This is an optimization exercise on Yosys and OpenROAD, whose aim is small area, a short achievable clock period and few clock cycles per item, not a production implementation. Only simulation tests tie the RTL to the original design; equivalence was not proved. Power and IR drop assume default switching activity.

==> flow/design.v (outline; a module is shown in full before it is edited, if it fits) <==
// module fully_connected_core: 838 lines
// module fc_fa: 4 lines
// module fc_ctlout: 23 lines
// module fc_rdreg: 6 lines
// module fc_areg: 12 lines
// module fc_mreg: 12 lines
// module data_mover_bram: 330 lines
module data_mover_bram
#(
	parameter CNT_BIT = 31,
	parameter DWIDTH = 32,
	parameter AWIDTH = 12,
	parameter MEM_SIZE = 3481,
	parameter IN_DATA_WITDH = 32  
)
(
    input 				clk,
    input 				reset_n,
	input 				i_run,
	input  [CNT_BIT-1:0]	i_num_cnt,
	output   			o_idle,
	output   			o_read,
	output   			o_write,
	output  			o_done,
	output[AWIDTH-1:0] 	addr_b0,
	output 				ce_b0,
	output 				we_b0,
	input [DWIDTH-1:0]  q_b0,
	output[DWIDTH-1:0] 	d_b0,
	output[AWIDTH-1:0] 	addr_b1,
	output 				ce_b1,
	output 				we_b1,
	input [DWIDTH-1:0]  q_b1,
	output[DWIDTH-1:0] 	d_b1,
	output[AWIDTH-1:0] 	addr_b2,
	output 				ce_b2,
	output 				we_b2,
	input [DWIDTH-1:0]  q_b2,
	output[DWIDTH-1:0] 	d_b2,
	output[AWIDTH-1:0] 	addr_b3,
	output 				ce_b3,
	output 				we_b3,
	input [DWIDTH-1:0]  q_b3,
	output[DWIDTH-1:0] 	d_b3,
	output[AWIDTH-1:0] 	addr_b4,
	output 				ce_b4,
	output 				we_b4,
	input [DWIDTH-1:0]  q_b4,
	output[DWIDTH-1:0] 	d_b4,
	output[AWIDTH-1:0] 	addr_b5,
	output 				ce_b5,
	output 				we_b5,
	input [DWIDTH-1:0]  q_b5,
	output[DWIDTH-1:0] 	d_b5,
	output[AWIDTH-1:0] 	addr_b6,
	output 				ce_b6,
	output 				we_b6,
	input [DWIDTH-1:0]  q_b6,
	output[DWIDTH-1:0] 	d_b6,
	output[AWIDTH-1:0] 	addr_b7,
	output 				ce_b7,
	output 				we_b7,
	input [DWIDTH-1:0]  q_b7,
	output[DWIDTH-1:0] 	d_b7,
	output[AWIDTH-1:0] 	addr_b8,
	output 				ce_b8,
	output 				we_b8,
	input [DWIDTH-1:0]  q_b8,
	output[DWIDTH-1:0] 	d_b8,
	output[AWIDTH-1:0] 	addr_b9,
	output 				ce_b9,
	output 				we_b9,
	input [DWIDTH-1:0]  q_b9,
	output[DWIDTH-1:0] 	d_b9,
	output[AWIDTH-1:0] 	addr_b10,
	output 				ce_b10,
	output 				we_b10,
	input [DWIDTH-1:0]  q_b10,
	output[DWIDTH-1:0] 	d_b10,
	output[AWIDTH-1:0] 	addr_b11,
	output 				ce_b11,
	output 				we_b11,
	input [DWIDTH-1:0]  q_b11,
	output[DWIDTH-1:0] 	d_b11,
	output[AWIDTH-1:0] 	addr_b12,
	output 				ce_b12,
	output 				we_b12,
	input [DWIDTH-1:0]  q_b12,
	output[DWIDTH-1:0] 	d_b12,
	output[AWIDTH-1:0] 	addr_b13,
	output 				ce_b13,
	output 				we_b13,
	input [DWIDTH-1:0]  q_b13,
	output[DWIDTH-1:0] 	d_b13,
	output[AWIDTH-1:0] 	addr_b14,
	output 				ce_b14,
	output 				we_b14,
	input [DWIDTH-1:0]  q_b14,
	output[DWIDTH-1:0] 	d_b14,
	output[AWIDTH-1:0] 	addr_b15,
	output 				ce_b15,
	output 				we_b15,
	input [DWIDTH-1:0]  q_b15,
	output[DWIDTH-1:0] 	d_b15,
	output[AWIDTH-1:0] 	addr_b16,
	output 				ce_b16,
	output 				we_b16,
	input [DWIDTH-1:0]  q_b16,
	output[DWIDTH-1:0] 	d_b16,
	output[DWIDTH-1:0]  result_0,
	output[DWIDTH-1:0]  result_1,
	output[DWIDTH-1:0]  result_2,
	output[DWIDTH-1:0]  result_3,
	output[DWIDTH-1:0]  result_4,
	output[DWIDTH-1:0]  result_5,
	output[DWIDTH-1:0]  result_6,
	output[DWIDTH-1:0]  result_7,
	output[DWIDTH-1:0]  result_8,
	output[DWIDTH-1:0]  result_9,
	output[DWIDTH-1:0]  result_10,
	output[DWIDTH-1:0]  result_11,
	output[DWIDTH-1:0]  result_12,
	output[DWIDTH-1:0]  result_13,
	output[DWIDTH-1:0]  result_14,
	output[DWIDTH-1:0]  result_15
    );
  // ...
==> flow/run.sh <==
#!/bin/bash
# synth_recipe.tcl (not shown) runs the flow's synth.tcl, then flattens the netlist and writes it again
# the make line also repeats each setting of config.mk as NAME=value (left out here)
make -C /OpenROAD-flow-scripts/flow DESIGN_CONFIG=/design/flow/config.mk WORK_HOME=/design/flow/orfs CLKGATE_MAP_FILE= SYNTH_SCRIPT=/design/flow/synth_recipe.tcl finish
==> flow/config.mk <==
export PLATFORM = sky130hd
export DESIGN_NAME = data_mover_bram
export DESIGN_NICKNAME = data_mover_bram
export VERILOG_FILES = /design/flow/design.v
export SDC_FILE = /design/flow/constraint.sdc
export NUM_CORES = 8
export LEC_CHECK = 0
export CAP_MARGIN = 30
export CORE_MARGIN = 2
export CORE_UTILIZATION = 45
export CTS_CLUSTER_DIAMETER = 80
export CTS_CLUSTER_SIZE = 24
export SETUP_SLACK_MARGIN = 5
export SLEW_MARGIN = 30
export SYNTH_HIERARCHICAL = 1
==> flow/constraint.sdc <==
create_clock -name core_clock -period 10.0 [get_ports {clk}]
set_input_delay 2.0000 -clock core_clock [delete_from_list [all_inputs] [get_ports {clk}]]
set_output_delay 2.0000 -clock core_clock [all_outputs]
set_load 0.01 [all_outputs]
==> out/results.tsv, run 1 <==
stage	metric	value	unit
cells_and_area	multi_input_gates	17600	
global_routing	grtUsageMet2	0.499	
drt	routed_wl	982000	um
cells_and_area	buffers_excl_clock	2137	
cells_and_area	fin_cells	31200	
cts	cts-htree-levels	4	
cts	tritoncts_clock_tree	built	
drt	first_pass_iters	10	
power_and_ir_drop	static-leakage-power	102	nW
floorplanning	fp.coreArea	553000	um2
floorplanning	number_of_well_taps	7287	
place	placement.cell_area	266000	um2
drt	detail_route.iter0.violations	26500	
worst_setup_path	critical_path.most_common_cell	sky130_fd_sc_hd__xnor2_1	
global_routing	first_pass_grt_wire_length	1400000	um
yosys	synthMostInstantiatedCell	sky130_fd_sc_hd__xnor2_1	
global_routing	met3_usage	0.0963	
timing	finalSetupViolations	0	
job	max_cap_violations	0	
hold_path	holdCritPathClass	flop to flop	
timing	hold_viol	0	
global_routing	largest_net_degree_at_the_start_of_global_routing	63	
timing	max_freq	0.219	GHz
floorplanning	die_width	750	um
cells_and_area	final_core_util	0.496	
timing	layout_min_cycle_time	4.56	ns
yosys	synthAdderAreaFrac	0.240	
status	run_status	no timing/DRC/antenna violations	
yosys	postSynthCellCount	23800	
global_routing	number_of_antenna_violations_at_the_first_check_in_global_routing	267	
yosys	async_flop_share	0.00593	
drt	met1_length	377000	um
yosys	synth_top_family_by_area	adder cells	
power_and_ir_drop	pwr.group.sequential	22.5	mW
place	gp_routability_congestion	0.939	
power_and_ir_drop	top_power_group	combinational cells	
floorplanning	floorplan.io_pins	1876	
power_and_ir_drop	total_switching_power	55.5	mW
cells_and_area	clock_area_frac	0.0284	
worst_setup_path	critPathKind	flop to flop	
worst_setup_path	cp.arrival	5.43	ns
Testbench counts, summed over its fixed seeds: cycles 51,412, items 50,068.
==> module fc_mreg, before the edit <==
module fc_mreg (
    input             clk,
    input      [31:0] i_n1,
    input      [31:0] i_n3,
    output reg [31:0] o_m1,
    output reg [31:0] o_m3
);
always @(posedge clk) begin
    o_m1 <= i_n1;
    o_m3 <= i_n3;
end
endmodule
==> module data_mover_bram, before the edit <==
module data_mover_bram
#(
	parameter CNT_BIT = 31,
	parameter DWIDTH = 32,
	parameter AWIDTH = 12,
	parameter MEM_SIZE = 3481,
	parameter IN_DATA_WITDH = 32  
)
(
    input 				clk,
    input 				reset_n,
	input 				i_run,
	input  [CNT_BIT-1:0]	i_num_cnt,
	output   			o_idle,
	output   			o_read,
	output   			o_write,
	output  			o_done,
	output[AWIDTH-1:0] 	addr_b0,
	output 				ce_b0,
	output 				we_b0,
	input [DWIDTH-1:0]  q_b0,
	output[DWIDTH-1:0] 	d_b0,
	output[AWIDTH-1:0] 	addr_b1,
	output 				ce_b1,
	output 				we_b1,
	input [DWIDTH-1:0]  q_b1,
	output[DWIDTH-1:0] 	d_b1,
	output[AWIDTH-1:0] 	addr_b2,
	output 				ce_b2,
	output 				we_b2,
	input [DWIDTH-1:0]  q_b2,
	output[DWIDTH-1:0] 	d_b2,
	output[AWIDTH-1:0] 	addr_b3,
	output 				ce_b3,
	output 				we_b3,
	input [DWIDTH-1:0]  q_b3,
	output[DWIDTH-1:0] 	d_b3,
	output[AWIDTH-1:0] 	addr_b4,
	output 				ce_b4,
	output 				we_b4,
	input [DWIDTH-1:0]  q_b4,
	output[DWIDTH-1:0] 	d_b4,
	output[AWIDTH-1:0] 	addr_b5,
	output 				ce_b5,
	output 				we_b5,
	input [DWIDTH-1:0]  q_b5,
	output[DWIDTH-1:0] 	d_b5,
	output[AWIDTH-1:0] 	addr_b6,
	output 				ce_b6,
	output 				we_b6,
	input [DWIDTH-1:0]  q_b6,
	output[DWIDTH-1:0] 	d_b6,
	output[AWIDTH-1:0] 	addr_b7,
	output 				ce_b7,
	output 				we_b7,
	input [DWIDTH-1:0]  q_b7,
	output[DWIDTH-1:0] 	d_b7,
	output[AWIDTH-1:0] 	addr_b8,
	output 				ce_b8,
	output 				we_b8,
	input [DWIDTH-1:0]  q_b8,
	output[DWIDTH-1:0] 	d_b8,
	output[AWIDTH-1:0] 	addr_b9,
	output 				ce_b9,
	output 				we_b9,
	input [DWIDTH-1:0]  q_b9,
	output[DWIDTH-1:0] 	d_b9,
	output[AWIDTH-1:0] 	addr_b10,
	output 				ce_b10,
	output 				we_b10,
	input [DWIDTH-1:0]  q_b10,
	output[DWIDTH-1:0] 	d_b10,
	output[AWIDTH-1:0] 	addr_b11,
	output 				ce_b11,
	output 				we_b11,
	input [DWIDTH-1:0]  q_b11,
	output[DWIDTH-1:0] 	d_b11,
	output[AWIDTH-1:0] 	addr_b12,
	output 				ce_b12,
	output 				we_b12,
	input [DWIDTH-1:0]  q_b12,
	output[DWIDTH-1:0] 	d_b12,
	output[AWIDTH-1:0] 	addr_b13,
	output 				ce_b13,
	output 				we_b13,
	input [DWIDTH-1:0]  q_b13,
	output[DWIDTH-1:0] 	d_b13,
	output[AWIDTH-1:0] 	addr_b14,
	output 				ce_b14,
	output 				we_b14,
	input [DWIDTH-1:0]  q_b14,
	output[DWIDTH-1:0] 	d_b14,
	output[AWIDTH-1:0] 	addr_b15,
	output 				ce_b15,
	output 				we_b15,
	input [DWIDTH-1:0]  q_b15,
	output[DWIDTH-1:0] 	d_b15,
	output[AWIDTH-1:0] 	addr_b16,
	output 				ce_b16,
	output 				we_b16,
	input [DWIDTH-1:0]  q_b16,
	output[DWIDTH-1:0] 	d_b16,
	output[DWIDTH-1:0]  result_0,
	output[DWIDTH-1:0]  result_1,
	output[DWIDTH-1:0]  result_2,
	output[DWIDTH-1:0]  result_3,
	output[DWIDTH-1:0]  result_4,
	output[DWIDTH-1:0]  result_5,
	output[DWIDTH-1:0]  result_6,
	output[DWIDTH-1:0]  result_7,
	output[DWIDTH-1:0]  result_8,
	output[DWIDTH-1:0]  result_9,
	output[DWIDTH-1:0]  result_10,
	output[DWIDTH-1:0]  result_11,
	output[DWIDTH-1:0]  result_12,
	output[DWIDTH-1:0]  result_13,
	output[DWIDTH-1:0]  result_14,
	output[DWIDTH-1:0]  result_15
    );
reg         st_idle, st_write, st_done;
reg         rd;                  
reg  [11:0] addr;                
wire        start = st_idle & i_run;
wire        last  = rd & (addr == 12'd0);
wire [11:0] addr_dec = (start ? i_num_cnt[11:0] : addr) - 12'd1;
reg  [5:1] lst;               
reg  [4:1] fst;               
wire        idle_nx  = st_done | (st_idle & ~i_run);
wire        write_nx = start | (st_write & ~lst[5]);
wire        done_nx  = lst[5];
wire        rd_nx    = start | (rd & ~last);
always @(posedge clk or negedge reset_n) begin
    if (!reset_n) begin
        st_idle  <= 1'b1;
        st_write <= 1'b0;
        st_done  <= 1'b0;
        rd       <= 1'b0;
        lst      <= {5{1'b0}};
        fst      <= {4{1'b0}};
    end else begin
        st_idle  <= idle_nx;
        st_write <= write_nx;
        st_done  <= done_nx;
        rd       <= rd_nx;
        lst      <= {lst[4:1], last};
        fst      <= {fst[3:1], start};
    end
end
always @(posedge clk) addr <= addr_dec;
fc_ctlout u_ctlout (
    .clk(clk), .reset_n(reset_n),
    .i_idle(idle_nx), .i_write(write_nx), .i_done(done_nx), .i_rd(rd_nx), .i_addr(addr_dec),
    .o_idle(o_idle), .o_write(o_write), .o_done(o_done), .o_rd(o_read), .o_addr(addr_b0));
fc_rdreg u_ce_b0 (.clk(clk), .reset_n(reset_n), .i_d(rd_nx), .o_q(ce_b0));
reg         rd_w;
reg  [11:0] addr_w;
always @(posedge clk or negedge reset_n) begin
    if (!reset_n) rd_w <= 1'b0;
    else          rd_w <= rd;
end
always @(posedge clk) addr_w <= addr;
reg         vld;                 
always @(posedge clk or negedge reset_n) begin
    if (!reset_n) vld <= 1'b0;
    else          vld <= rd;
end
reg  [31:0] n_r;
always @(posedge clk) n_r <= q_b0 & {32{vld}};    
wire [31:0] n = n_r;
reg         vld_w;               
always @(posedge clk or negedge reset_n) begin
    if (!reset_n) vld_w <= 1'b0;
    else          vld_w <= vld;
end
wire [31:0] m1 = n;
wire [31:0] m3 = n + {n[30:0], 1'b0};
wire [31:0] m1_0, m3_0;
fc_mreg u_mreg_0 (.clk(clk), .i_n1(m1), .i_n3(m3), .o_m1(m1_0), .o_m3(m3_0));
wire [31:0] m1_1, m3_1;
fc_mreg u_mreg_1 (.clk(clk), .i_n1(m1), .i_n3(m3), .o_m1(m1_1), .o_m3(m3_1));
wire [31:0] m1_2, m3_2;
fc_mreg u_mreg_2 (.clk(clk), .i_n1(m1), .i_n3(m3), .o_m1(m1_2), .o_m3(m3_2));
wire [31:0] m1_3, m3_3;
fc_mreg u_mreg_3 (.clk(clk), .i_n1(m1), .i_n3(m3), .o_m1(m1_3), .o_m3(m3_3));
wire [31:0] m1_4, m3_4;
fc_mreg u_mreg_4 (.clk(clk), .i_n1(m1), .i_n3(m3), .o_m1(m1_4), .o_m3(m3_4));
wire [31:0] m1_5, m3_5;
fc_mreg u_mreg_5 (.clk(clk), .i_n1(m1), .i_n3(m3), .o_m1(m1_5), .o_m3(m3_5));
wire [31:0] m1_6, m3_6;
fc_mreg u_mreg_6 (.clk(clk), .i_n1(m1), .i_n3(m3), .o_m1(m1_6), .o_m3(m3_6));
wire [31:0] m1_7, m3_7;
fc_mreg u_mreg_7 (.clk(clk), .i_n1(m1), .i_n3(m3), .o_m1(m1_7), .o_m3(m3_7));
assign we_b0 = 1'b0; assign d_b0 = 32'd0;
assign we_b1 = 1'b0; assign d_b1 = 32'd0;
assign we_b2 = 1'b0; assign d_b2 = 32'd0;
assign we_b3 = 1'b0; assign d_b3 = 32'd0;
assign we_b4 = 1'b0; assign d_b4 = 32'd0;
assign we_b5 = 1'b0; assign d_b5 = 32'd0;
assign we_b6 = 1'b0; assign d_b6 = 32'd0;
assign we_b7 = 1'b0; assign d_b7 = 32'd0;
assign we_b8 = 1'b0; assign d_b8 = 32'd0;
assign we_b9 = 1'b0; assign d_b9 = 32'd0;
assign we_b10 = 1'b0; assign d_b10 = 32'd0;
assign we_b11 = 1'b0; assign d_b11 = 32'd0;
assign we_b12 = 1'b0; assign d_b12 = 32'd0;
assign we_b13 = 1'b0; assign d_b13 = 32'd0;
assign we_b14 = 1'b0; assign d_b14 = 32'd0;
assign we_b15 = 1'b0; assign d_b15 = 32'd0;
assign we_b16 = 1'b0; assign d_b16 = 32'd0;
wire        ce_g0;
wire [11:0] addr_g0;
fc_areg u_areg_0 (.clk(clk), .i_rd(rd), .i_addr(addr), .o_ce(ce_g0), .o_addr(addr_g0));
assign ce_b1 = ce_g0; assign addr_b1 = addr_g0;
assign ce_b2 = ce_g0; assign addr_b2 = addr_g0;
wire        ce_g1;
wire [11:0] addr_g1;
fc_areg u_areg_1 (.clk(clk), .i_rd(rd), .i_addr(addr), .o_ce(ce_g1), .o_addr(addr_g1));
assign ce_b3 = ce_g1; assign addr_b3 = addr_g1;
assign ce_b4 = ce_g1; assign addr_b4 = addr_g1;
wire        ce_g2;
wire [11:0] addr_g2;
fc_areg u_areg_2 (.clk(clk), .i_rd(rd), .i_addr(addr), .o_ce(ce_g2), .o_addr(addr_g2));
assign ce_b5 = ce_g2; assign addr_b5 = addr_g2;
assign ce_b6 = ce_g2; assign addr_b6 = addr_g2;
wire        ce_g3;
wire [11:0] addr_g3;
fc_areg u_areg_3 (.clk(clk), .i_rd(rd), .i_addr(addr), .o_ce(ce_g3), .o_addr(addr_g3));
assign ce_b7 = ce_g3; assign addr_b7 = addr_g3;
assign ce_b8 = ce_g3; assign addr_b8 = addr_g3;
wire        ce_g4;
wire [11:0] addr_g4;
fc_areg u_areg_4 (.clk(clk), .i_rd(rd), .i_addr(addr), .o_ce(ce_g4), .o_addr(addr_g4));
assign ce_b9 = ce_g4; assign addr_b9 = addr_g4;
assign ce_b10 = ce_g4; assign addr_b10 = addr_g4;
wire        ce_g5;
wire [11:0] addr_g5;
fc_areg u_areg_5 (.clk(clk), .i_rd(rd), .i_addr(addr), .o_ce(ce_g5), .o_addr(addr_g5));
assign ce_b11 = ce_g5; assign addr_b11 = addr_g5;
assign ce_b12 = ce_g5; assign addr_b12 = addr_g5;
wire        ce_g6;
wire [11:0] addr_g6;
fc_areg u_areg_6 (.clk(clk), .i_rd(rd), .i_addr(addr), .o_ce(ce_g6), .o_addr(addr_g6));
assign ce_b13 = ce_g6; assign addr_b13 = addr_g6;
assign ce_b14 = ce_g6; assign addr_b14 = addr_g6;
wire        ce_g7;
wire [11:0] addr_g7;
fc_areg u_areg_7 (.clk(clk), .i_rd(rd), .i_addr(addr), .o_ce(ce_g7), .o_addr(addr_g7));
assign ce_b15 = ce_g7; assign addr_b15 = addr_g7;
assign ce_b16 = ce_g7; assign addr_b16 = addr_g7;
fully_connected_core u_lane_0 (
    .clk(clk), .i_clr_pre(fst[3]),
    .i_vld(vld_w),
    .i_m1(m1_0), .i_m3(m3_0),
    .i_wegt(q_b1), .o_result(result_0));
fully_connected_core u_lane_1 (
    .clk(clk), .i_clr_pre(fst[3]),
    .i_vld(vld_w),
    .i_m1(m1_0), .i_m3(m3_0),
    .i_wegt(q_b2), .o_result(result_1));
fully_connected_core u_lane_2 (
    .clk(clk), .i_clr_pre(fst[3]),
    .i_vld(vld_w),
    .i_m1(m1_1), .i_m3(m3_1),
    .i_wegt(q_b3), .o_result(result_2));
fully_connected_core u_lane_3 (
    .clk(clk), .i_clr_pre(fst[3]),
    .i_vld(vld_w),
    .i_m1(m1_1), .i_m3(m3_1),
    .i_wegt(q_b4), .o_result(result_3));
fully_connected_core u_lane_4 (
    .clk(clk), .i_clr_pre(fst[3]),
    .i_vld(vld_w),
    .i_m1(m1_2), .i_m3(m3_2),
    .i_wegt(q_b5), .o_result(result_4));
fully_connected_core u_lane_5 (
    .clk(clk), .i_clr_pre(fst[3]),
    .i_vld(vld_w),
    .i_m1(m1_2), .i_m3(m3_2),
    .i_wegt(q_b6), .o_result(result_5));
fully_connected_core u_lane_6 (
    .clk(clk), .i_clr_pre(fst[3]),
    .i_vld(vld_w),
    .i_m1(m1_3), .i_m3(m3_3),
    .i_wegt(q_b7), .o_result(result_6));
fully_connected_core u_lane_7 (
    .clk(clk), .i_clr_pre(fst[3]),
    .i_vld(vld_w),
    .i_m1(m1_3), .i_m3(m3_3),
    .i_wegt(q_b8), .o_result(result_7));
fully_connected_core u_lane_8 (
    .clk(clk), .i_clr_pre(fst[3]),
    .i_vld(vld_w),
    .i_m1(m1_4), .i_m3(m3_4),
    .i_wegt(q_b9), .o_result(result_8));
fully_connected_core u_lane_9 (
    .clk(clk), .i_clr_pre(fst[3]),
    .i_vld(vld_w),
    .i_m1(m1_4), .i_m3(m3_4),
    .i_wegt(q_b10), .o_result(result_9));
fully_connected_core u_lane_10 (
    .clk(clk), .i_clr_pre(fst[3]),
    .i_vld(vld_w),
    .i_m1(m1_5), .i_m3(m3_5),
    .i_wegt(q_b11), .o_result(result_10));
fully_connected_core u_lane_11 (
    .clk(clk), .i_clr_pre(fst[3]),
    .i_vld(vld_w),
    .i_m1(m1_5), .i_m3(m3_5),
    .i_wegt(q_b12), .o_result(result_11));
fully_connected_core u_lane_12 (
    .clk(clk), .i_clr_pre(fst[3]),
    .i_vld(vld_w),
    .i_m1(m1_6), .i_m3(m3_6),
    .i_wegt(q_b13), .o_result(result_12));
fully_connected_core u_lane_13 (
    .clk(clk), .i_clr_pre(fst[3]),
    .i_vld(vld_w),
    .i_m1(m1_6), .i_m3(m3_6),
    .i_wegt(q_b14), .o_result(result_13));
fully_connected_core u_lane_14 (
    .clk(clk), .i_clr_pre(fst[3]),
    .i_vld(vld_w),
    .i_m1(m1_7), .i_m3(m3_7),
    .i_wegt(q_b15), .o_result(result_14));
fully_connected_core u_lane_15 (
    .clk(clk), .i_clr_pre(fst[3]),
    .i_vld(vld_w),
    .i_m1(m1_7), .i_m3(m3_7),
    .i_wegt(q_b16), .o_result(result_15));
endmodule
==> inputs of run 2 (changes only) <==
--- a/flow/design.v
+++ b/flow/design.v
@@ -1,18 +1,22 @@
 `timescale 1ns / 1ps
 module fully_connected_core (
     input             clk,
     input             i_clr_pre,   
-    input      [31:0] i_m1,        
+    input      [31:0] i_n1,        
     input      [31:0] i_m3,        
     input             i_vld,       
     input      [31:0] i_wegt,      
     output     [31:0] o_result
 );
+reg  [31:0] i_m1;
+always @(posedge clk) begin
+    i_m1 <= i_n1;
+end
 reg [54:0] e_r;
 wire [54:0] e_d;
 assign e_d[0] = (i_wegt[0] & ~i_wegt[1] & ~i_wegt[2]) | (i_wegt[0] & i_wegt[1] & i_wegt[2]);
 assign e_d[1] = (~i_wegt[0] & i_wegt[1] & ~i_wegt[2]) | (~i_wegt[0] & i_wegt[1] & i_wegt[2]);
 assign e_d[2] = (i_wegt[0] & i_wegt[1] & ~i_wegt[2]) | (i_wegt[0] & ~i_wegt[1] & i_wegt[2]);
 assign e_d[3] = (~i_wegt[0] & ~i_wegt[1] & i_wegt[2]);
 assign e_d[4] = (i_wegt[2]) & i_vld;
 assign e_d[5] = (i_wegt[2] & ~i_wegt[3] & ~i_wegt[4] & ~i_wegt[5]) | (~i_wegt[2] & i_wegt[3] & ~i_wegt[4] & ~i_wegt[5]) | (i_wegt[2] & ~i_wegt[3] & i_wegt[4] & i_wegt[5]) | (~i_wegt[2] & i_wegt[3] & i_wegt[4] & i_wegt[5]);
@@ -879,23 +883,20 @@
 );
 always @(posedge clk) begin
     o_ce   <= i_rd;
     o_addr <= i_addr;
 end
 endmodule
 module fc_mreg (
     input             clk,
-    input      [31:0] i_n1,
     input      [31:0] i_n3,
-    output reg [31:0] o_m1,
     output reg [31:0] o_m3
 );
 always @(posedge clk) begin
-    o_m1 <= i_n1;
     o_m3 <= i_n3;
 end
 endmodule
 `timescale 1ns / 1ps
 module data_mover_bram
 #(
 	parameter CNT_BIT = 31,
 	parameter DWIDTH = 32,
@@ -1066,32 +1067,32 @@
 wire [31:0] n = n_r;
 reg         vld_w;               
 always @(posedge clk or negedge reset_n) begin
     if (!reset_n) vld_w <= 1'b0;
     else          vld_w <= vld;
 end
 wire [31:0] m1 = n;
 wire [31:0] m3 = n + {n[30:0], 1'b0};
-wire [31:0] m1_0, m3_0;
-fc_mreg u_mreg_0 (.clk(clk), .i_n1(m1), .i_n3(m3), .o_m1(m1_0), .o_m3(m3_0));
-wire [31:0] m1_1, m3_1;
-fc_mreg u_mreg_1 (.clk(clk), .i_n1(m1), .i_n3(m3), .o_m1(m1_1), .o_m3(m3_1));
-wire [31:0] m1_2, m3_2;
-fc_mreg u_mreg_2 (.clk(clk), .i_n1(m1), .i_n3(m3), .o_m1(m1_2), .o_m3(m3_2));
-wire [31:0] m1_3, m3_3;
-fc_mreg u_mreg_3 (.clk(clk), .i_n1(m1), .i_n3(m3), .o_m1(m1_3), .o_m3(m3_3));
-wire [31:0] m1_4, m3_4;
-fc_mreg u_mreg_4 (.clk(clk), .i_n1(m1), .i_n3(m3), .o_m1(m1_4), .o_m3(m3_4));
-wire [31:0] m1_5, m3_5;
-fc_mreg u_mreg_5 (.clk(clk), .i_n1(m1), .i_n3(m3), .o_m1(m1_5), .o_m3(m3_5));
-wire [31:0] m1_6, m3_6;
-fc_mreg u_mreg_6 (.clk(clk), .i_n1(m1), .i_n3(m3), .o_m1(m1_6), .o_m3(m3_6));
-wire [31:0] m1_7, m3_7;
-fc_mreg u_mreg_7 (.clk(clk), .i_n1(m1), .i_n3(m3), .o_m1(m1_7), .o_m3(m3_7));
+wire [31:0] m3_0;
+fc_mreg u_mreg_0 (.clk(clk), .i_n3(m3), .o_m3(m3_0));
+wire [31:0] m3_1;
+fc_mreg u_mreg_1 (.clk(clk), .i_n3(m3), .o_m3(m3_1));
+wire [31:0] m3_2;
+fc_mreg u_mreg_2 (.clk(clk), .i_n3(m3), .o_m3(m3_2));
+wire [31:0] m3_3;
+fc_mreg u_mreg_3 (.clk(clk), .i_n3(m3), .o_m3(m3_3));
+wire [31:0] m3_4;
+fc_mreg u_mreg_4 (.clk(clk), .i_n3(m3), .o_m3(m3_4));
+wire [31:0] m3_5;
+fc_mreg u_mreg_5 (.clk(clk), .i_n3(m3), .o_m3(m3_5));
+wire [31:0] m3_6;
+fc_mreg u_mreg_6 (.clk(clk), .i_n3(m3), .o_m3(m3_6));
+wire [31:0] m3_7;
+fc_mreg u_mreg_7 (.clk(clk), .i_n3(m3), .o_m3(m3_7));
 assign we_b0 = 1'b0; assign d_b0 = 32'd0;
 assign we_b1 = 1'b0; assign d_b1 = 32'd0;
 assign we_b2 = 1'b0; assign d_b2 = 32'd0;
 assign we_b3 = 1'b0; assign d_b3 = 32'd0;
 assign we_b4 = 1'b0; assign d_b4 = 32'd0;
 assign we_b5 = 1'b0; assign d_b5 = 32'd0;
 assign we_b6 = 1'b0; assign d_b6 = 32'd0;
 assign we_b7 = 1'b0; assign d_b7 = 32'd0;
@@ -1142,86 +1143,86 @@
 wire        ce_g7;
 wire [11:0] addr_g7;
 fc_areg u_areg_7 (.clk(clk), .i_rd(rd), .i_addr(addr), .o_ce(ce_g7), .o_addr(addr_g7));
 assign ce_b15 = ce_g7; assign addr_b15 = addr_g7;
 assign ce_b16 = ce_g7; assign addr_b16 = addr_g7;
 fully_connected_core u_lane_0 (
     .clk(clk), .i_clr_pre(fst[3]),
     .i_vld(vld_w),
-    .i_m1(m1_0), .i_m3(m3_0),
+    .i_n1(m1), .i_m3(m3_0),
     .i_wegt(q_b1), .o_result(result_0));
 fully_connected_core u_lane_1 (
     .clk(clk), .i_clr_pre(fst[3]),
     .i_vld(vld_w),
-    .i_m1(m1_0), .i_m3(m3_0),
+    .i_n1(m1), .i_m3(m3_0),
     .i_wegt(q_b2), .o_result(result_1));
 fully_connected_core u_lane_2 (
     .clk(clk), .i_clr_pre(fst[3]),
     .i_vld(vld_w),
-    .i_m1(m1_1), .i_m3(m3_1),
+    .i_n1(m1), .i_m3(m3_1),
     .i_wegt(q_b3), .o_result(result_2));
 fully_connected_core u_lane_3 (
     .clk(clk), .i_clr_pre(fst[3]),
     .i_vld(vld_w),
-    .i_m1(m1_1), .i_m3(m3_1),
+    .i_n1(m1), .i_m3(m3_1),
     .i_wegt(q_b4), .o_result(result_3));
 fully_connected_core u_lane_4 (
     .clk(clk), .i_clr_pre(fst[3]),
     .i_vld(vld_w),
-    .i_m1(m1_2), .i_m3(m3_2),
+    .i_n1(m1), .i_m3(m3_2),
     .i_wegt(q_b5), .o_result(result_4));
 fully_connected_core u_lane_5 (
     .clk(clk), .i_clr_pre(fst[3]),
     .i_vld(vld_w),
-    .i_m1(m1_2), .i_m3(m3_2),
+    .i_n1(m1), .i_m3(m3_2),
     .i_wegt(q_b6), .o_result(result_5));
 fully_connected_core u_lane_6 (
     .clk(clk), .i_clr_pre(fst[3]),
     .i_vld(vld_w),
-    .i_m1(m1_3), .i_m3(m3_3),
+    .i_n1(m1), .i_m3(m3_3),
     .i_wegt(q_b7), .o_result(result_6));
 fully_connected_core u_lane_7 (
     .clk(clk), .i_clr_pre(fst[3]),
     .i_vld(vld_w),
-    .i_m1(m1_3), .i_m3(m3_3),
+    .i_n1(m1), .i_m3(m3_3),
     .i_wegt(q_b8), .o_result(result_7));
 fully_connected_core u_lane_8 (
     .clk(clk), .i_clr_pre(fst[3]),
     .i_vld(vld_w),
-    .i_m1(m1_4), .i_m3(m3_4),
+    .i_n1(m1), .i_m3(m3_4),
     .i_wegt(q_b9), .o_result(result_8));
 fully_connected_core u_lane_9 (
     .clk(clk), .i_clr_pre(fst[3]),
     .i_vld(vld_w),
-    .i_m1(m1_4), .i_m3(m3_4),
+    .i_n1(m1), .i_m3(m3_4),
     .i_wegt(q_b10), .o_result(result_9));
 fully_connected_core u_lane_10 (
     .clk(clk), .i_clr_pre(fst[3]),
     .i_vld(vld_w),
-    .i_m1(m1_5), .i_m3(m3_5),
+    .i_n1(m1), .i_m3(m3_5),
     .i_wegt(q_b11), .o_result(result_10));
 fully_connected_core u_lane_11 (
     .clk(clk), .i_clr_pre(fst[3]),
     .i_vld(vld_w),
-    .i_m1(m1_5), .i_m3(m3_5),
+    .i_n1(m1), .i_m3(m3_5),
     .i_wegt(q_b12), .o_result(result_11));
 fully_connected_core u_lane_12 (
     .clk(clk), .i_clr_pre(fst[3]),
     .i_vld(vld_w),
-    .i_m1(m1_6), .i_m3(m3_6),
+    .i_n1(m1), .i_m3(m3_6),
     .i_wegt(q_b13), .o_result(result_12));
 fully_connected_core u_lane_13 (
     .clk(clk), .i_clr_pre(fst[3]),
     .i_vld(vld_w),
-    .i_m1(m1_6), .i_m3(m3_6),
+    .i_n1(m1), .i_m3(m3_6),
     .i_wegt(q_b14), .o_result(result_13));
 fully_connected_core u_lane_14 (
     .clk(clk), .i_clr_pre(fst[3]),
     .i_vld(vld_w),
-    .i_m1(m1_7), .i_m3(m3_7),
+    .i_n1(m1), .i_m3(m3_7),
     .i_wegt(q_b15), .o_result(result_14));
 fully_connected_core u_lane_15 (
     .clk(clk), .i_clr_pre(fst[3]),
     .i_vld(vld_w),
-    .i_m1(m1_7), .i_m3(m3_7),
+    .i_n1(m1), .i_m3(m3_7),
     .i_wegt(q_b16), .o_result(result_15));
 endmodule
==> flow/flow/run.sh (new file) <==
#!/bin/bash
# Layout flow: the standard ORFS flow (standard.sh, with the standard synthesis), with
# these changes to how the layout is made:
#   - the port buffers that placement inserts start as buf_1 cells (the resizer sizes up
#     the ones on timing paths), not the delay cells it picks by default;
#   - antenna repair after detailed routing may take more rounds.
# ORFS writes each step's full log under orfs/logs/; make's own output goes to make.log.
set -euo pipefail
export BUFFER_PORTS_ARGS="-buffer_cell sky130_fd_sc_hd__buf_1"
export SETUP_SLACK_MARGIN=6.3
export MAX_REPAIR_ANTENNAS_ITER_DRT=15
bash standard.sh finish > make.log 2>&1
==> flow/standard.sh (new file) <==
#!/bin/bash
# synth_recipe.tcl (not shown) runs the flow's synth.tcl, then flattens the netlist and writes it again
# the make line also repeats each setting of config.mk as NAME=value (left out here)
make -C /OpenROAD-flow-scripts/flow DESIGN_CONFIG=/design/flow/config.mk WORK_HOME=/design/flow/orfs CLKGATE_MAP_FILE= SYNTH_SCRIPT=/design/flow/synth_recipe.tcl "${@:-finish}"
==> flow/config.mk (replaced) <==
export PLATFORM = sky130hd
export DESIGN_NAME = data_mover_bram
export DESIGN_NICKNAME = data_mover_bram
export VERILOG_FILES = /design/flow/design.v
export SDC_FILE = /design/flow/constraint.sdc
export NUM_CORES = 8
export LEC_CHECK = 0
export CAP_MARGIN = 20
export CORE_MARGIN = 2
export CORE_UTILIZATION = 50
export CTS_CLUSTER_DIAMETER = 80
export CTS_CLUSTER_SIZE = 24
export SLEW_MARGIN = 20
export SYNTH_HIERARCHICAL = 1
removed: flow/run.sh
==> out/results.tsv, run 2 <==
stage	metric	value	unit	change
status	run_status	no timing/DRC/antenna violations		unchanged
cells_and_area	area_growth_syn_to_fin	7.20	%	was 9.58%
yosys	postSynthCellCount	24000		was 23800
worst_setup_path	crit_chain	buf_6		was buf_4 > a22o_1 > a221oi_1 > xnor2_1 > fa_1 > fa_1 > fa_1 > xnor2_1 > xnor2_1 > xnor2_1 > xnor2_1 > xnor2_1 > xnor2_1
worst_setup_path	cell_with_the_largest_stage_delay_on_the_worst_path	sky130_fd_sc_hd__dfstp_2		was sky130_fd_sc_hd__buf_4
worst_setup_path	crit_fanout	1		was 54
floorplanning	fp.coreArea	509000	um2	was 553000 um2
cts	cts.sink_count	3459		was 3203
power_and_ir_drop	worst_ir_drop_vdd	0.801	mV	was 0.470 mV
worst_setup_path	startpoint_type	flop		unchanged
global_routing	largest_net_degree_at_the_start_of_global_routing	57		was 63
timing	max_freq	0.268	GHz	was 0.219 GHz
cells_and_area	sequential_cell_area	70100	um2	was 64400 um2
timing	slew_limit_headroom	0.278		was 0.276
place	hpwl	691000	um	was 690000 um
yosys	post_synth_main_area_contributors	sky130_fd_sc_hd__dfxtp_1 (27%), sky130_fd_sc_hd__fa_1 (19%), sky130_fd_sc_hd__xnor2_1 (13%), sky130_fd_sc_hd__a22o_1 (9.1%), sky130_fd_sc_hd__a221oi_1 (8.6%)		was sky130_fd_sc_hd__dfxtp_1 (25%), sky130_fd_sc_hd__fa_1 (19%), sky130_fd_sc_hd__xnor2_1 (13%), sky130_fd_sc_hd__a22o_1 (9.2%), sky130_fd_sc_hd__a221oi_1 (8.7%)
drt	routed-via-count	203000		about the same
drt	detail_route.iter0.violations	25100		was 26500
worst_setup_path	worstSetupEndpointType	output port		was flop
cells_and_area	nNetsFinal	27600		was 27300
timing	layout_setup_ws	6.27	ns	was 5.44 ns
timing	clock_skew	0.0948	ns	was 0.0695 ns
drt	vias_per_cell	6.57		was 6.50
drt	drt-wirelength-per-cell	31.4	um	was 31.5 um
timing	tightest_slew	1.08	ns	about the same
floorplanning	initial_core_util	0.502		was 0.452
timing	hold_viol	0		unchanged
drt	postRouteAntennaNets	0		unchanged
yosys	post_synth_most_frequent_cells	sky130_fd_sc_hd__xnor2_1 (3850), sky130_fd_sc_hd__dfxtp_1 (3440), sky130_fd_sc_hd__a22o_1 (2640)		was sky130_fd_sc_hd__xnor2_1 (3850), sky130_fd_sc_hd__dfxtp_1 (3184), sky130_fd_sc_hd__a22o_1 (2640)
yosys	synth.avg_cell_area	10.6	um2	was 10.5 um2
worst_setup_path	crit_buf_inv	1		unchanged
global_routing	grt_pass1_vias	194000		was 193000
floorplanning	floorplan.io_pins	1876		unchanged
cells_and_area	final.fill_count	45300		was 50300
place	port-buffer-count	1295		unchanged
cts	cts.root.buffer_cell	sky130_fd_sc_hd__clkbuf_16		unchanged
cts	cts-buffers-inserted	225		was 217
timing	final.period_utilization	0.373		was 0.456
drt	routed_wl	968000	um	was 982000 um
worst_setup_path	critical_path.top_delay_family	flip-flops		was XOR/XNOR gates
cells_and_area	multi_input_area	173000	um2	was 172000 um2
place	gp_routability_congestion	0.967		was 0.939
yosys	synthDominantCellAreaShare	0.270		was 0.255
yosys	ys_seq_elements	3459		was 3203
worst_setup_path	timing.critical_path.required	8.00	ns	was 10.87 ns
yosys	synth.distinct_cells	74		unchanged
cells_and_area	most-common-layout-cells	sky130_fd_sc_hd__xnor2_1 (3804), sky130_fd_sc_hd__dfxtp_1 (3023), sky130_fd_sc_hd__a22o_1 (2640)		was sky130_fd_sc_hd__xnor2_1 (3832), sky130_fd_sc_hd__dfxtp_1 (3020), sky130_fd_sc_hd__a22o_1 (2640)
drt	drc_errors	0		unchanged
yosys	async_flop_share	0.00549		was 0.00593
floorplanning	floorplan.die_area	517000	um2	was 562000 um2
cts	tritoncts_clock_tree	built		unchanged
cts	clk_latency	1.07	ns	was 1.04 ns
cts	clkTransAtPathRegs	0.10	ns	was 0.08 ns
floorplanning	die-height	719	um	was 750 um
timing	finalSetupViolations	0		unchanged
floorplanning	num_rows	262		was 273
timing	final-max-slew-violation-count	0		unchanged
global_routing	first_pass_grt_wire_length	1380000	um	was 1400000 um
worst_setup_path	cp_slowest_stage_delay	0.54	ns	was 0.62 ns
worst_setup_path	critPathKind	flop to output port		was flop to flop
hold_path	holdCritPathClass	flop to flop		unchanged
cts	holdBufCountCts	0		unchanged
place	dp_slack	4.96	ns	was 5.14 ns
cells_and_area	layout_commonest_cell	sky130_fd_sc_hd__xnor2_1		unchanged
power_and_ir_drop	cellPowerDensity	434	nW/um2	was 430 nW/um2
yosys	yosys_most_used_dff	sky130_fd_sc_hd__dfxtp_1		unchanged
yosys	ys_seq_area_frac	0.272		was 0.257
floorplanning	die_width	719	um	was 750 um
timing	setup-tns-final	0	ns	unchanged
yosys	synthMostInstantiatedCell	sky130_fd_sc_hd__xnor2_1		unchanged
timing	rsz0062_at_grt	true		was false
global_routing	grt_use_total	0.359		was 0.335
cts	cts-htree-levels	4		unchanged
timing	layout_min_cycle_time	3.73	ns	was 4.56 ns
job	max_cap_violations	0		unchanged
drt	first_pass_iters	10		unchanged
cells_and_area	post_route_cells_drive_above_1_share	0.103		was 0.0758
yosys	synth.cell_area	255000	um2	was 250000 um2
power_and_ir_drop	static-leakage-power	102	nW	about the same
worst_setup_path	cp.arrival	1.73	ns	was 5.43 ns
yosys	count_of_warnings_emitted_by_yosys	12		unchanged
yosys	synth_enable_flop_cells	0		unchanged
global_routing	grt_overflow_total	0		unchanged
yosys	yosysTopAreaCell	sky130_fd_sc_hd__dfxtp_1		unchanged
cells_and_area	final_core_util	0.538		was 0.496
global_routing	number_of_antenna_violations_at_the_first_check_in_global_routing	282		was 267
cts	clk_path_buf_depth	4		unchanged
run 2: changes by cell type after synthesis:
cell                      change
sky130_fd_sc_hd__dfxtp_1    +256
run 2: layer usage:
metal | GRT usage | vias up | share of wire
li1 | - | 86000 | -
met1 | 0.465 | 101000 | 0.39
met2 | 0.512 | 12600 | 0.42
met3 | 0.129 | 2682 | 0.12
met4 | 0.209 | 144 | 0.064
met5 | 0 | - | 0.00098
run 2: what timing repair did:
| action | 4_1_cts | 5_1_grt |
|---|---|---|
| buffers inserted | 22 | 19 |
| endpoints found under the setup margin | 399 | 126 |
| gates resized for setup | 472 | 534 |
| cloned | 1 | 11 |
| pin swaps | 26 | 106 |
run 2: cell families after synthesis:
group                      share of synthesized area
AOI/OAI and AO/OA                              0.227
muxes                                       0.000436
and+or+nand+nor                               0.0582
xor gates and xnor gates                       0.143
DFF                                            0.272
buffers and inverters                         0.0648
other                                       0.000250
adders and majority gates                      0.235
run 2: worst paths after layout:
kind / depth (start not counted) / slack [ns] / startpoint / to
worst max-delay path: 1 / 6.27 / u_ctlout.o_idle / o_idle
worst min-delay path: 0 / 0.36 / lst[2] / lst[3]
worst max register to register: 8 / 6.32 / u_mreg_5.o_m3[8] / u_lane_10.r2_r[29]
worst min register to register: 0 / 0.36 / lst[2] / lst[3]
max in group asynchronous: 1 / 8.77 / reset_n / fst[2]
min in group asynchronous: 1 / 0.87 / reset_n / u_ctlout.o_done
run 2: metrics by stage:
step	instance area [um2]	hold slack [ns]	instances	total power, mW
2_1_floorplan	258000	0.326	24600	84.3
6_report	274000	0.358	30800	119
3_5_place_dp	262000	0.337	30100	106
4_1_cts	271000	0.359	30500	118
5_1_grt	273000	0.365	30700	130
3_3_place_gp	261000	0.336	30100	105
run 2: power breakdown:
group,leakage (nW),total [mW],switching [mW],internal (mW)
Sequential,29.2,23.7,3.86,19.8
Combinational,68.8,84.5,46.3,38.2
Clock,3.82,10.6,5.81,4.77
Total,102,119,56.0,62.8
run 2: per-module statistics from Yosys (local to each module, per instance):
module                copies in the design  area [um2]
data_mover_bram                          1        8530
fc_areg                                  8         260
fc_ctlout                                1         342
fc_fa                                 2320        20.0
fc_mreg                                  8         641
fc_rdreg                                 1        25.0
fully_connected_core                    16       12100
run 2: area by class of cell:
class / count / area share
clock buffer: 251 / 0.0216
multi-input combinational: 17600 / 0.633
clock inverter: 137 / 0.00733
timing repair buffer: 2156 / 0.0459
antenna: 279 / 0.00255
inverter: 188 / 0.00258
tap: 6732 / 0.0308
sequential: 3459 / 0.256
Testbench counts of run 2, summed over its fixed seeds: cycles 51,412, items 50,068.

==> separate check: timing with driven ports <==
The results above use ideal ports. As a check the final layouts listed here were re-extracted and re-timed, cells and wires unchanged.
Step 1 assumes that a clkbuf_16 drives the clock port and a buf_2 every other input.
Step 2, shift: input delay + t, output delay - t, t = (earliest + latest rising clock arrival at the registers) / 2. This alone moves slack from input paths to output paths.
Slacks: no drivers / after step 1 / after step 2; pairs: no drivers / after step 1.
run | t, ns | setup slack, ns | slew at the worst register clock pin (ns)
run 1 | 1.137 | 5.438 / 5.438 / 5.068 | 0.10 / 0.10
run 2 | 1.152 | 6.267 / 6.134 / 5.703 | 0.10 / 0.10
After both steps every run listed still meets setup and hold. For run 2, which loses most, drivers alone change the setup slack by -0.133 ns; drivers and shift together by -0.564 ns.
